This is an optimization exercise on Yosys and OpenROAD, whose aim is small area, a short achievable clock period and few clock cycles per item, not a production implementation.
No run shown here included a check of the RTL's function; only the layout flow was run.
No activity file was given, so power comes from the tool's default toggle rates.

==> flow/design.v (outline; a module is shown in full before it is edited, if it fits) <==
// module mul_unit: 46 lines
// module mul_fa: 4 lines
// module mul_bsel: 5 lines
// module mul_bsel8: 8 lines
// module mul_nand2: 3 lines
// module mul_xor2: 3 lines
// module mul_aoi22: 3 lines
// module mul_xnor2: 3 lines
// module mul_x2: 3 lines
// module mul_x3: 3 lines
// module mul_mj: 3 lines
// module mul_and2: 3 lines
// module mul_ao21: 3 lines
// module mul_ha: 4 lines
// module shift_add_multiplier: 1631 lines
module mul_unit
(
    input  logic                  clk,
    input  logic                  rst,
    input  logic                  start,
    input  logic [1:0]            mul_type,
    input  logic [31:0]           a,
    input  logic [31:0]           b,
    input  logic [4:0]            arch_reg,
    input  logic [5:0]   phys_reg,
    input  logic [2:0]  rob,
    input  logic                  cdb_mul_ack,
    input  logic                  branch,
    output logic                  cdb_valid,
    output logic [2:0]  cdb_rob,
    output logic [4:0]            cdb_arch_reg,
    output logic [5:0]   cdb_phys_reg,
    output logic [31:0]           cdb_data,
    output logic [31:0]           cdb_ps1_rdata,
    output logic [31:0]           cdb_ps2_rdata,
    output logic                  done
);
  // ...
==> flow/flow/run.sh <==
#!/bin/bash
# The standard ORFS layout (standard.sh) with two changes:
#  - the port buffers are sky130_fd_sc_hd__buf_1 instead of the cell
#    buffer_ports picks by itself (a slow delay cell);
#  - after the standard synthesis every combinational cell is set to its
#    drive-1 variant; floorplan/placement repair sizes up what timing needs.
set -euo pipefail
export BUFFER_PORTS_ARGS="-buffer_cell sky130_fd_sc_hd__buf_1"
RES=orfs/results/${FLOW_PLATFORM}/mul_unit/base
bash standard.sh synth > synth.log 2>&1
DS_ODB=$RES/1_synth.odb openroad -no_init -exit flow/downsize.tcl > downsize.log 2>&1
touch $RES/1_synth.sdc
bash standard.sh > standard.log 2>&1
==> flow/flow/downsize.tcl <==
# Set every combinational cell of the synthesized netlist to its drive-1
# variant; the resizer's repair steps size up what timing needs.
set odb_file $::env(DS_ODB)
read_db $odb_file
set db [ord::get_db]
set n 0
foreach inst [[ord::get_db_block] getInsts] {
  set m [[$inst getMaster] getName]
  if {[regexp {^(sky130_fd_sc_hd__[a-z0-9]+)_([0-9]+)$} $m -> base drive]} {
    if {$drive <= 1} continue
    if {[regexp {df|dl|sdf|edf|clk|conb|buf} $base]} continue
    set new [$db findMaster ${base}_1]
    if {$new == "NULL" || $new == ""} continue
    $inst swapMaster $new
    incr n
  }
}
puts "downsized $n cells"
write_db $odb_file
==> flow/standard.sh <==
#!/bin/bash
# synth_recipe.tcl (not shown) runs the flow's synth.tcl, then flattens the netlist and writes it again
# the make line also repeats each setting of config.mk as NAME=value (left out here)
make -C /OpenROAD-flow-scripts/flow DESIGN_CONFIG=/design/flow/config.mk WORK_HOME=/design/flow/orfs CLKGATE_MAP_FILE= SYNTH_SCRIPT=/design/flow/synth_recipe.tcl "${@:-finish}"
==> flow/config.mk <==
export PLATFORM = sky130hd
export DESIGN_NAME = mul_unit
export DESIGN_NICKNAME = mul_unit
export VERILOG_FILES = /design/flow/design.v
export SDC_FILE = /design/flow/constraint.sdc
export NUM_CORES = 4
export LEC_CHECK = 0
export CAP_MARGIN = 20
export CORE_MARGIN = 2
export CORE_UTILIZATION = 60
export SETUP_SLACK_MARGIN = 0.8
export SLEW_MARGIN = 20
export SYNTH_HIERARCHICAL = 1
export SYNTH_MINIMUM_KEEP_SIZE = 0
==> flow/constraint.sdc <==
create_clock -name core_clock -period 5.0 [get_ports {clk}]
set_input_delay 1.0000 -clock core_clock [delete_from_list [all_inputs] [get_ports {clk}]]
set_output_delay 1.0000 -clock core_clock [all_outputs]
set_load 0.01 [all_outputs]
==> impl_metrics.ini, run 1 <==
[timing]
grt_setup_unrepaired = true

[clocking]
cts_setup_buffers = 1
cts_tree = done
cts_sinks = 168
clkTransAtPathRegs_ps = 90
htree_levels = 4
cts_buffers = 17

[setup_path]
crit_arrival_ps = 3240
r2r_slack_ps = 920
crit_path_frequent_cell = a21o_1
cp_max_fo = 3

[power_and_ir_drop]
switching_power_w = 0.005385
largestPowerGroup = combinational logic
power-per-cell-area_nw_per_um2 = 655.7
seq_power_w = 0.00235
p_int_w = 0.006793

[layout]
area_delta_synth_final_pct = 15.81
fin_cells = 1994
nonClkBufAreaFrac_pct = 7.565
fill_cells = 2023

[grt]
first_global_vias = 13130

[place]
dp_slack_ps = 1021

[routing]
wl_met3_um = 4514

[status]
status = complete, no violations

[floorplanning]
start_util_pct = 61.37
==> run 2: changes to the inputs <==
--- a/flow/design.v
+++ b/flow/design.v
@@ -1873,17 +1873,23 @@
     mul_x2 u_sum23 (.a(pg_p[23]), .b(sk4_g22), .s(prod[23]));
     mul_x2 u_sum24 (.a(pg_p[24]), .b(sk4_g23), .s(prod[24]));
     mul_x2 u_sum25 (.a(pg_p[25]), .b(sk4_g24), .s(prod[25]));
     mul_x2 u_sum26 (.a(pg_p[26]), .b(sk4_g25), .s(prod[26]));
     mul_x2 u_sum27 (.a(pg_p[27]), .b(sk4_g26), .s(prod[27]));
     mul_x2 u_sum28 (.a(pg_p[28]), .b(sk4_g27), .s(prod[28]));
     mul_x2 u_sum29 (.a(pg_p[29]), .b(sk4_g28), .s(prod[29]));
     mul_x2 u_sum30 (.a(pg_p[30]), .b(sk4_g29), .s(prod[30]));
-    assign prod[31] = sk4_g30 ^ (^top_q) ^ o3_c[31];
+    logic p31_2;
+    mul_x2 u_p31_2 (.a(top_q[0]), .b(top_q[1]), .s(p31_2));
+    logic p31_1;
+    mul_x2 u_p31_1 (.a(top_q[2]), .b(o3_c[31]), .s(p31_1));
+    logic p31_0;
+    mul_x2 u_p31_0 (.a(p31_2), .b(p31_1), .s(p31_0));
+    mul_x2 u_sum31 (.a(p31_0), .b(sk4_g30), .s(prod[31]));
     logic g, gd;
     assign g  = deliver;
     assign gd = deliver & ~zero_q;
     logic [31:0] data_g, ps1_g, ps2_g;
     logic [13:0] tag_g, tag_q;
     assign tag_q = {rob_q, arch_q, phys_q};
     for (genvar i = 0; i < 32; i++) begin : g_gate
         mul_and2 u_d (.a(gd), .b(prod[i]), .y(data_g[i]));
==> flow/config.mk (replaced) <==
export PLATFORM = sky130hd
export DESIGN_NAME = mul_unit
export DESIGN_NICKNAME = mul_unit
export VERILOG_FILES = /design/flow/design.v
export SDC_FILE = /design/flow/constraint.sdc
export NUM_CORES = 4
export LEC_CHECK = 0
export CAP_MARGIN = 20
export CORE_MARGIN = 2
export CORE_UTILIZATION = 60
export SETUP_SLACK_MARGIN = 1.1
export SLEW_MARGIN = 20
export SYNTH_HIERARCHICAL = 1
export SYNTH_MINIMUM_KEEP_SIZE = 0
==> impl_metrics.ini, run 2 <==
[status]
status = complete, no violations

[power_and_ir_drop]
power_frac_comb_pct = 70.1
switching_share_pct = 43.95
power-per-cell-area_nw_per_um2 = 625.0
ir_worst_vdd_mv = 0.3895
p_clk_share_pct = 11.7
switching_power_w = 0.005393
pwr-share-seq_pct = 18.2
p_leak_nw = 7.857
p_int_w = 0.006878

[clocking]
cts_tree = done
htree_levels = 4
clkTransAtPathRegs_ps = 80
cts-root-buf = clkbuf_16
cts_buffers = 17
clk_path_buf_depth = 2
cts_sinks = 168
clock_latency_ps = 460

[setup_path]
setup.worst_path.end_class = output pin
cp_max_fo = 4
crit_arrival_ps = 2930
critical_path_class = register to output pin
slowest_delay_ps = 600
crit_chain = fa_2 -> ha_4 -> and2_4 -> a21o_1 -> a21o_1 -> a21o_1 -> a21o_1 -> xor2_1 -> and2_1 -> buf_2
critical_path_required_ps = 4000
crit_path_frequent_cell = a21o_1
cp_slowest_cell = fa_2
startpoint_type = register

[timing]
grt_setup_unrepaired = true
fin_crit_sh_pct = 78.59
skew_ps = 26.26
hold_ws_ps = 561.0
worst_slew_pin_slew_ps = 876.1
finalHoldViolCount = 0
fin_crit_ps = 3929
tns_ps = 0
fmax_ghz = 0.2545
slew-limit-headroom_pct = 41.59
setup_violations = 0
slew_viol_final = 0

[floorplanning]
rows = 59
die_h_um = 167.5
die_x_um = 167.5
core-area_um2 = 26130
dieArea_um2 = 28060
start_util_pct = 61.38
io_pins = 197

[routing]
drtIter0Drc = 1362
vias = 12980
wl_per_cell_um = 23.52
detail_route.wirelength_um = 48660
drtAntennaViolNets = 0
drt-pass1-iter-count = 19
routed_via_density = 6.274
drc = 0

[layout]
drive_gt1_share_pct = 15.05
diodes = 0
area_delta_synth_final_pct = 22.39
final_cell_mix = xnor2_1, a22oi_1, buf_1
largest_reg_flops = 32
regArea_um2 = 4317
layout_commonest_cell = xnor2_1
finalNetCount = 2061
multi_input_area_um2 = 12010
fill_cells = 1850
largest_registers = u_mul.a_q x32, u_mul.cs0_q x31, u_mul.cs1_q x30
regMostFlops = u_mul.a_q

[grt]
antenna_found_initial = 0
grt.total_usage_pct = 34.58
grt_pass1_wl_um = 74230
grt-ovfl-total = 0
first_global_vias = 12840
grt_max_degree = 82

[place]
dp_hpwl_um = 34630
io_buffers = 196
gp_congestion = 0.9162

[min_path]
hold_path_class = register to register

[synthesis]
syn_area_per_cell_um2 = 11.90
syn_area_um2 = 16040
synthCells = 1348
ys_warn_count = 7

[run]
maxCapViolations = 0
==> run 2: area by class of cell <==
class,instances,share of cell area [%]
Tap cell,335,2.135
Sequential cell,168,21.99
Clock buffer,17,2.167
Inverter,2,0.05736
Timing Repair Buffer,355,11.43
Multi-Input combinational cell,1177,61.16
Clock inverter,15,1.064
==> run 2: path summary, 6_finish.rpt <==
kind / endpoint / start / cells past startpoint / slack, ps
max reg2reg: u_mul.cs1_q[23] / u_mul.a_q[21] / 8 / 1150
min: u_mul.busy / u_mul.busy / 1 / 560
min reg2reg: u_mul.busy / u_mul.busy / 1 / 560
max: cdb_data[31] / u_mul.cs2_q[27] / 10 / 1070
==> run 2: layer usage <==
metal | track usage, % | part of all wire, % | wire length, µm | up-vias
li1 | - | - | - | 5600
met1 | 46.65 | 39 | 19070 | 6455
met2 | 55.39 | 47 | 23090 | 809
met3 | 6.334 | 9.4 | 4588 | 116
met4 | 14.86 | 3.9 | 1906 | 0
met5 | 0 | 0 | 0 | -
==> run 2: what timing repair did <==
action | CTS | global route
setup buffers | 9 | 72
endpoints found under the setup margin | 19 | 30
pin swaps | 2 | 10
hold buffers | 0 | 0
cloned | 0 | 1
hold endpoints to repair | 0 | 0
resized for setup | 8 | 21
==> run 2: stage by stage <==
| step | power (W) | area, µm² | instances | worst slack, ps | util, % |
|---|---|---|---|---|---|
| finish | 0.01227 | 19630 | 2069 | 1071 | 75.13 |
| global route | 0.01351 | 19630 | 2069 | 948.0 | 75.13 |
| CTS | 0.01191 | 18760 | 1996 | 1069 | 71.78 |
| detailed placement | 0.01026 | 17970 | 1955 | 1048 | 68.76 |
| global placement | 0.009964 | 17970 | 1955 | 1111 | 68.76 |
| floorplan | 0.007989 | 16220 | 1349 | 989.8 | - |
==> run 2: power groups by stage <==
stage	Clock [W]	Sequential (W)	Combinational (W)
after floorplan	0	0.00232	0.00567
after global placement	0	0.00234	0.00763
after detailed placement	0	0.00234	0.00792
after CTS	0.00145	0.00230	0.00816
after global routing	0.00150	0.00226	0.00975
final	0.00143	0.00223	0.00861
==> run 2: worst max-delay path: cells and delay by family (launching register included) <==
kind,cells,cell delay [ps]
xor+xnor,1,180
fa+ha+maj,2,820
buf+inv,1,130
flops,1,330
simple gates,2,290
compound gates,4,740

[separate check: timing with driven ports]
Ports are ideal in the flow. The routed layouts listed here were re-timed in OpenROAD. Step 1, drivers: a clkbuf_16 drives clk and a buf_2 each remaining input, both assumed. Step 2, shift: input delay + t, output delay - t, t = (earliest + latest rising clock arrival at the registers) / 2. This alone moves slack from input paths to output paths. Three values: ideal, step 1, step 2; two values: the first two.
| run | t, ns | setup WS [ns] | hold slack, ns | cell pins on the clock port's net |
|---|---|---|---|---|
| run 1 | 0.486 | 0.756 / 0.705 / 0.916 | 0.557 / 0.557 / 0.557 | 1 |
| run 2 | 0.497 | 1.071 / 1.022 / 1.150 | 0.561 / 0.561 / 0.561 | 1 |
After both steps setup and hold are still met in every run listed.
